Source: an optimization exercise on an open RTL-to-GDS flow (aim: a short achievable clock period and few clock cycles per item). Production flows keep margins and buffers that such runs may drop. Power and IR drop assume default switching activity.

==> flow/design.v <==
`timescale 1ns / 1ns
module uiFDMA_bgen (
    input  wire        clk,
    input  wire        rstn,
    input  wire        start,
    input  wire [31:0] start_addr,
    input  wire [15:0] start_size,
    input  wire        ready,
    output reg         valid,
    output reg  [31:0] addr,
    output reg  [7:0]  len
);
    reg  [31:0] a_q;        
    reg  [21:0] a_inc;      
    reg  [9:0]  nfull;      
    reg  [9:0]  nf_m1;      
    reg         nf_nz;      
    reg         part;       
    reg         full_q;     
    reg  [5:0]  lm1;        
    reg  [1:0]  seq;        
    reg         idle;       
    wire [5:0]  s_lm1  = start_size[5:0] - 6'd1;
    wire        s_full = |start_size[15:6];
    wire        seq1   = (seq == 2'd1);
    wire        seq3   = (seq == 2'd3);
    always @(posedge clk) begin
        a_inc <= a_q[31:10] + 22'd1;
        nf_m1 <= nfull - 10'd1;
        nf_nz <= |nfull;
        if (!rstn) begin
            a_q    <= 32'd0;
            nfull  <= 10'd0;
            part   <= 1'b0;
            full_q <= 1'b0;
            lm1    <= 6'd0;
            seq    <= 2'd0;
        end else if (start) begin
            a_q    <= start_addr;
            nfull  <= start_size[15:6];
            part   <= |start_size[5:0];
            full_q <= s_full;
            lm1    <= s_lm1;
            seq    <= 2'd0;
        end else if (~idle & ready) begin
            seq    <= 2'd1;
        end else if (seq != 2'd0) begin
            seq    <= seq + 2'd1;
            if (seq1) begin
                a_q[31:10] <= a_inc;
                if (nf_nz) nfull <= nf_m1;
                else part <= 1'b0;
            end
            if (seq3) full_q <= nf_nz;
        end
        valid <= rstn & (start | (~idle & ~ready) | (seq3 & (nf_nz | part)));
        idle  <= ~(rstn & (start | (~idle & ~ready) | (seq3 & (nf_nz | part))));
        addr  <= start ? start_addr : {(seq1 ? a_inc : a_q[31:10]), a_q[9:0]};
        len   <= {2'b00, start ? (s_lm1 | {6{s_full}}) : (lm1 | {6{seq3 ? nf_nz : full_q}})};
    end
endmodule
module uiFDMA_dcnt (
    input  wire        clk,
    input  wire        rstn,
    input  wire        load,
    input  wire [15:0] val,
    input  wire        dec,
    output wire        one,      
    output wire        nz        
);
    reg  [5:0] lo;
    reg  [9:0] hi;
    reg  [9:0] hi_m1;
    wire       hi_z = (hi == 10'd0);
    assign one = hi_z & (lo == 6'd1);
    assign nz  = ~hi_z | (lo != 6'd0);
    always @(posedge clk) begin
        if (!rstn) begin
            lo <= 6'd0;
            hi <= 10'd0;
        end else if (load) begin
            lo <= val[5:0];
            hi <= val[15:6];
        end else if (dec) begin
            lo <= lo - 6'd1;
            if (lo == 6'd0) hi <= hi_m1;
        end
        hi_m1 <= load ? val[15:6] - 10'd1 : hi - 10'd1;
    end
endmodule
module uiFDMA#
(
parameter  integer         M_AXI_ID_WIDTH			= 3		    ,
parameter  integer         M_AXI_ID			        = 0		    ,
parameter  integer         M_AXI_ADDR_WIDTH			= 32		,
parameter  integer         M_AXI_DATA_WIDTH			= 128		,
parameter  integer		  M_AXI_MAX_BURST_LEN       = 64
)
(
input   wire [M_AXI_ADDR_WIDTH-1 : 0]      fdma_waddr          ,
input                                      fdma_wareq          ,
input   wire [15 : 0]                      fdma_wsize          ,
output                                     fdma_wbusy          ,
input   wire [M_AXI_DATA_WIDTH-1 :0]       fdma_wdata		   ,
output  wire                               fdma_wvalid         ,
input	wire                               fdma_wready		   ,
input   wire [M_AXI_ADDR_WIDTH-1 : 0]      fdma_raddr          ,
input                                      fdma_rareq          ,
input   wire [15 : 0]                      fdma_rsize          ,
output                                     fdma_rbusy          ,
output  wire [M_AXI_DATA_WIDTH-1 :0]       fdma_rdata		   ,
output  wire                               fdma_rvalid         ,
input	wire                               fdma_rready		   ,
input 	wire  								M_AXI_ACLK			,
input 	wire  								M_AXI_ARESETN		,
output 	wire [M_AXI_ID_WIDTH-1 : 0]		    M_AXI_AWID			,
output 	wire [M_AXI_ADDR_WIDTH-1 : 0] 	    M_AXI_AWADDR		,
output 	wire [7 : 0]						M_AXI_AWLEN			,
output 	wire [2 : 0] 						M_AXI_AWSIZE		,
output 	wire [1 : 0] 						M_AXI_AWBURST		,
output 	wire  								M_AXI_AWLOCK		,
output 	wire [3 : 0] 						M_AXI_AWCACHE		,
output 	wire [2 : 0] 						M_AXI_AWPROT		,
output 	wire [3 : 0] 						M_AXI_AWQOS			,
output 	wire  								M_AXI_AWVALID		,
input	wire  								M_AXI_AWREADY		,
output  wire [M_AXI_ID_WIDTH-1 : 0] 		M_AXI_WID			,
output  wire [M_AXI_DATA_WIDTH-1 : 0] 	    M_AXI_WDATA			,
output  wire [M_AXI_DATA_WIDTH/8-1 : 0] 	M_AXI_WSTRB			,
output  wire  								M_AXI_WLAST			,
output  wire  								M_AXI_WVALID		,
input   wire  								M_AXI_WREADY		,
input   wire [M_AXI_ID_WIDTH-1 : 0] 		M_AXI_BID			,
input   wire [1 : 0] 						M_AXI_BRESP			,
input   wire  								M_AXI_BVALID		,
output  wire  								M_AXI_BREADY		,
output  wire [M_AXI_ID_WIDTH-1 : 0] 		M_AXI_ARID			,
output  wire [M_AXI_ADDR_WIDTH-1 : 0] 	    M_AXI_ARADDR		,
output  wire [7 : 0] 						M_AXI_ARLEN			,
output  wire [2 : 0] 						M_AXI_ARSIZE		,
output  wire [1 : 0] 						M_AXI_ARBURST		,
output  wire  								M_AXI_ARLOCK		,
output  wire [3 : 0] 						M_AXI_ARCACHE		,
output  wire [2 : 0] 						M_AXI_ARPROT		,
output  wire [3 : 0] 						M_AXI_ARQOS			,
output  wire  								M_AXI_ARVALID		,
input   wire  								M_AXI_ARREADY		,
input   wire [M_AXI_ID_WIDTH-1 : 0] 		M_AXI_RID			,
input   wire [M_AXI_DATA_WIDTH-1 : 0] 	    M_AXI_RDATA			,
input   wire [1 : 0] 						M_AXI_RRESP			,
input   wire  								M_AXI_RLAST			,
input   wire  								M_AXI_RVALID		,
output  wire  								M_AXI_RREADY
	);
wire clk  = M_AXI_ACLK;
wire rstn = M_AXI_ARESETN;
assign M_AXI_AWID    = M_AXI_ID;
assign M_AXI_AWSIZE  = 3'd4;
assign M_AXI_AWBURST = 2'b01;
assign M_AXI_AWLOCK  = 1'b0;
assign M_AXI_AWCACHE = 4'b0010;
assign M_AXI_AWPROT  = 3'h0;
assign M_AXI_AWQOS   = 4'h0;
assign M_AXI_WID     = M_AXI_ID;
assign M_AXI_WSTRB   = {(M_AXI_DATA_WIDTH/8){1'b1}};
assign M_AXI_BREADY  = 1'b1;
assign M_AXI_ARID    = M_AXI_ID;
assign M_AXI_ARSIZE  = 3'd4;
assign M_AXI_ARBURST = 2'b01;
assign M_AXI_ARLOCK  = 1'b0;
assign M_AXI_ARCACHE = 4'b0010;
assign M_AXI_ARPROT  = 3'h0;
assign M_AXI_ARQOS   = 4'h0;
reg  wbusy;                       
reg  widle;                       
wire wstart = fdma_wareq & widle;
assign fdma_wbusy = wbusy;
uiFDMA_bgen aw_gen (
    .clk(clk), .rstn(rstn), .start(wstart), .start_addr(fdma_waddr),
    .start_size(fdma_wsize), .ready(M_AXI_AWREADY),
    .valid(M_AXI_AWVALID), .addr(M_AXI_AWADDR), .len(M_AXI_AWLEN));
reg         w_more;              
reg         w_take0;             
reg  [5:0]  u_idx;
wire        u_one, u_nz;
assign fdma_wvalid = (fdma_wready & w_take0) | (fdma_wready & M_AXI_WREADY & w_more);
wire tk   = (fdma_wready & w_take0) | (fdma_wready & M_AXI_WREADY & w_more);
wire u_lb = u_one | (u_idx == 6'd63);
uiFDMA_dcnt u_cnt (
    .clk(clk), .rstn(rstn), .load(wstart), .val(fdma_wsize), .dec(tk),
    .one(u_one), .nz(u_nz));
reg          wh_v;                
reg          wh_e;                
reg  [129:0] wh_i;                
reg  [128:0] wh_d;                
wire         w_hs = ~wh_e & M_AXI_WREADY;
wire [129:0] w_new = {u_one, u_lb, fdma_wdata};
assign M_AXI_WVALID = wh_v;
assign M_AXI_WLAST  = wh_d[128];
assign M_AXI_WDATA  = wh_d[127:0];
always @(posedge clk) begin
    wbusy   <= rstn & (wstart | (~widle & ~(w_hs & wh_i[129])));
    widle   <= ~(rstn & (wstart | (~widle & ~(w_hs & wh_i[129]))));
    w_more  <= rstn & (wstart | (tk ? ~u_one : u_nz));
    w_take0 <= rstn & (wstart | (tk ? ~u_one : u_nz)) & ~(tk | (~wh_e & ~M_AXI_WREADY));
    wh_v    <= rstn & (tk | (~wh_e & ~M_AXI_WREADY));
    wh_e    <= ~(rstn & (tk | (~wh_e & ~M_AXI_WREADY)));
    if (!rstn) wh_i <= 130'd0;
    else if (tk) wh_i <= w_new;
    wh_d <= tk ? w_new[128:0] : wh_i[128:0];
    if (wstart) u_idx <= 6'd0;
    else if (tk) u_idx <= u_idx + 6'd1;
end
reg  rbusy;                       
reg  ridle;                       
wire rstart = fdma_rareq & ridle;
assign fdma_rbusy = rbusy;
uiFDMA_bgen ar_gen (
    .clk(clk), .rstn(rstn), .start(rstart), .start_addr(fdma_raddr),
    .start_size(fdma_rsize), .ready(M_AXI_ARREADY),
    .valid(M_AXI_ARVALID), .addr(M_AXI_ARADDR), .len(M_AXI_ARLEN));
reg          rh_v;                
reg  [127:0] rh_i;
reg  [127:0] rh_d;                
wire         rready = ~rh_v | fdma_rready;
wire         r_hs = M_AXI_RVALID & rready;
wire         dlv = fdma_rready & rh_v;
wire         d_one, d_nz;
assign M_AXI_RREADY = rready;
assign fdma_rvalid  = fdma_rready & rh_v;
assign fdma_rdata   = rh_d;
uiFDMA_dcnt d_cnt (
    .clk(clk), .rstn(rstn), .load(rstart), .val(fdma_rsize), .dec(dlv),
    .one(d_one), .nz(d_nz));
always @(posedge clk) begin
    rbusy <= rstn & (rstart | (~ridle & ~(dlv & d_one)));
    ridle <= ~(rstn & (rstart | (~ridle & ~(dlv & d_one))));
    rh_v  <= rstn & (r_hs | (rh_v & ~fdma_rready));
    if (!rstn) rh_i <= 128'd0;
    else if (r_hs) rh_i <= M_AXI_RDATA;
    rh_d <= r_hs ? M_AXI_RDATA : rh_i;
end
endmodule
Settings: LEC_CHECK=0, ABC_CLOCK_PERIOD_IN_PS=1700, CAP_MARGIN=20, CORE_AREA=10 10 270 270, DIE_AREA=0 0 280 280, SETUP_SLACK_MARGIN=1.6, SLEW_MARGIN=20; clock period 3.3 ns.
run.sh (not shown) runs the stock make flow with config.mk's settings and CLKGATE_MAP_FILE= SYNTH_SCRIPT=/design/flow/synth_recipe.tcl, a recipe that flattens the netlist after the stock synthesis.
Rerun with:
--- a/flow/design.v
+++ b/flow/design.v
@@ -181,33 +181,44 @@
     .valid(M_AXI_AWVALID), .addr(M_AXI_AWADDR), .len(M_AXI_AWLEN));
 reg         w_more;              
 reg         w_take0;             
+reg         w_take0_n;           
 reg  [5:0]  u_idx;
 wire        u_one, u_nz;
-assign fdma_wvalid = (fdma_wready & w_take0) | (fdma_wready & M_AXI_WREADY & w_more);
-wire tk   = (fdma_wready & w_take0) | (fdma_wready & M_AXI_WREADY & w_more);
+assign fdma_wvalid = fdma_wready & w_take0;
+wire tk   = fdma_wready & ~w_take0_n;
 wire u_lb = u_one | (u_idx == 6'd63);
 uiFDMA_dcnt u_cnt (
     .clk(clk), .rstn(rstn), .load(wstart), .val(fdma_wsize), .dec(tk),
     .one(u_one), .nz(u_nz));
 reg          wh_v;                
 reg          wh_e;                
+reg          ws_v;                
 reg  [129:0] wh_i;                
 reg  [128:0] wh_d;                
+reg  [129:0] ws_i;                
 wire         w_hs = ~wh_e & M_AXI_WREADY;
 wire [129:0] w_new = {u_one, u_lb, fdma_wdata};
+wire         wh_ld = wh_e | M_AXI_WREADY;           
+wire [129:0] wh_nx = ws_v ? ws_i : w_new;
 assign M_AXI_WVALID = wh_v;
 assign M_AXI_WLAST  = wh_d[128];
 assign M_AXI_WDATA  = wh_d[127:0];
+wire w_c1 = (ws_v & w_hs & ~tk) | (~wh_e & ~ws_v & (tk ~^ w_hs)) | (wh_e & tk);
+wire w_c2 = (ws_v & (tk | ~w_hs)) | (~wh_e & ~ws_v & tk & ~w_hs);
+wire w_more_nx = rstn & (wstart | (tk ? ~u_one : u_nz));
 always @(posedge clk) begin
     wbusy   <= rstn & (wstart | (~widle & ~(w_hs & wh_i[129])));
     widle   <= ~(rstn & (wstart | (~widle & ~(w_hs & wh_i[129]))));
-    w_more  <= rstn & (wstart | (tk ? ~u_one : u_nz));
-    w_take0 <= rstn & (wstart | (tk ? ~u_one : u_nz)) & ~(tk | (~wh_e & ~M_AXI_WREADY));
-    wh_v    <= rstn & (tk | (~wh_e & ~M_AXI_WREADY));
-    wh_e    <= ~(rstn & (tk | (~wh_e & ~M_AXI_WREADY)));
+    w_more  <= w_more_nx;
+    w_take0 <= w_more_nx & ~(rstn & w_c2);
+    w_take0_n <= ~(w_more_nx & ~(rstn & w_c2));
+    wh_v    <= rstn & (w_c1 | w_c2);
+    wh_e    <= ~(rstn & (w_c1 | w_c2));
+    ws_v    <= rstn & w_c2;
     if (!rstn) wh_i <= 130'd0;
-    else if (tk) wh_i <= w_new;
-    wh_d <= tk ? w_new[128:0] : wh_i[128:0];
+    else if (wh_ld) wh_i <= wh_nx;
+    wh_d <= wh_ld ? wh_nx[128:0] : wh_i[128:0];
+    if (~ws_v | wh_ld) ws_i <= w_new;
     if (wstart) u_idx <= 6'd0;
     else if (tk) u_idx <= u_idx + 6'd1;
 end
@@ -220,11 +231,17 @@
     .start_size(fdma_rsize), .ready(M_AXI_ARREADY),
     .valid(M_AXI_ARVALID), .addr(M_AXI_ARADDR), .len(M_AXI_ARLEN));
 reg          rh_v;                
+reg          rh_e;                
+reg          rs_v;                
+reg          r_nf;                
 reg  [127:0] rh_i;
 reg  [127:0] rh_d;                
-wire         rready = ~rh_v | fdma_rready;
+reg  [127:0] rs_i;                
+wire         rready = r_nf | fdma_rready;
 wire         r_hs = M_AXI_RVALID & rready;
-wire         dlv = fdma_rready & rh_v;
+wire         dlv = fdma_rready & ~rh_e;
+wire         rh_ld = rh_e | fdma_rready;            
+wire [127:0] rh_nx = rs_v ? rs_i : M_AXI_RDATA;
 wire         d_one, d_nz;
 assign M_AXI_RREADY = rready;
 assign fdma_rvalid  = fdma_rready & rh_v;
@@ -232,12 +249,18 @@
 uiFDMA_dcnt d_cnt (
     .clk(clk), .rstn(rstn), .load(rstart), .val(fdma_rsize), .dec(dlv),
     .one(d_one), .nz(d_nz));
+wire r_c1 = (rs_v & dlv & ~r_hs) | (~rh_e & ~rs_v & (r_hs ~^ dlv)) | (rh_e & r_hs);
+wire r_c2 = (rs_v & (r_hs | ~dlv)) | (~rh_e & ~rs_v & r_hs & ~dlv);
 always @(posedge clk) begin
     rbusy <= rstn & (rstart | (~ridle & ~(dlv & d_one)));
     ridle <= ~(rstn & (rstart | (~ridle & ~(dlv & d_one))));
-    rh_v  <= rstn & (r_hs | (rh_v & ~fdma_rready));
+    rh_v  <= rstn & (r_c1 | r_c2);
+    rh_e  <= ~(rstn & (r_c1 | r_c2));
+    rs_v  <= rstn & r_c2;
+    r_nf  <= ~(rstn & r_c2);
     if (!rstn) rh_i <= 128'd0;
-    else if (r_hs) rh_i <= M_AXI_RDATA;
-    rh_d <= r_hs ? M_AXI_RDATA : rh_i;
+    else if (rh_ld) rh_i <= rh_nx;
+    rh_d <= rh_ld ? rh_nx : rh_i;
+    if (~rs_v | rh_ld) rs_i <= M_AXI_RDATA;
 end
 endmodule
Outcome: Area after synthesis is higher by well over a third; setup slack gets better by 6.1 ps; via count is higher by a quarter to a third; final area is higher by a quarter to a third; routed wire length is higher by about a fifth; sequential power is higher by a quarter to a third; global-route usage is higher by 4.3 points; cell count is higher by roughly a tenth; non-clock buffer count is higher by 3; total power is higher by a quarter to a third; core utilization is higher by 16 points; die area does not change; worst hold slack gets worse by 75 ps.
No run of this note included a check of the RTL's function; only the layout flow was run.

## afterwards: timing with drivers on the ports
The results above use ideal ports. As a check the final layouts listed here were re-extracted and re-timed, cells and wires unchanged. Step 1 sets driving cells, clkbuf_16 on the clock port and buf_2 on the other inputs (assumed; they add their load-dependent delay and slew). Step 2 adds t to the input delays and takes it off the output delays; t is the mean of the earliest and latest rising clock arrival at the registers after step 1. Input paths then give back, and output paths get back, about the clock's delay inside the block. Slacks: ideal ports / drivers / drivers and shift; pairs: ideal ports / drivers.
run	shift t [ns]	slack for setup (ns)	pins driven straight from the clock port
the first run	0.688	1.311 / 1.249 / 0.871	1
the second run	0.722	1.317 / 1.247 / 0.844	1
After both steps setup and hold are still met in every run listed. For the second run, which loses most, drivers alone change the setup slack by -0.070 ns; drivers and shift together by -0.473 ns.
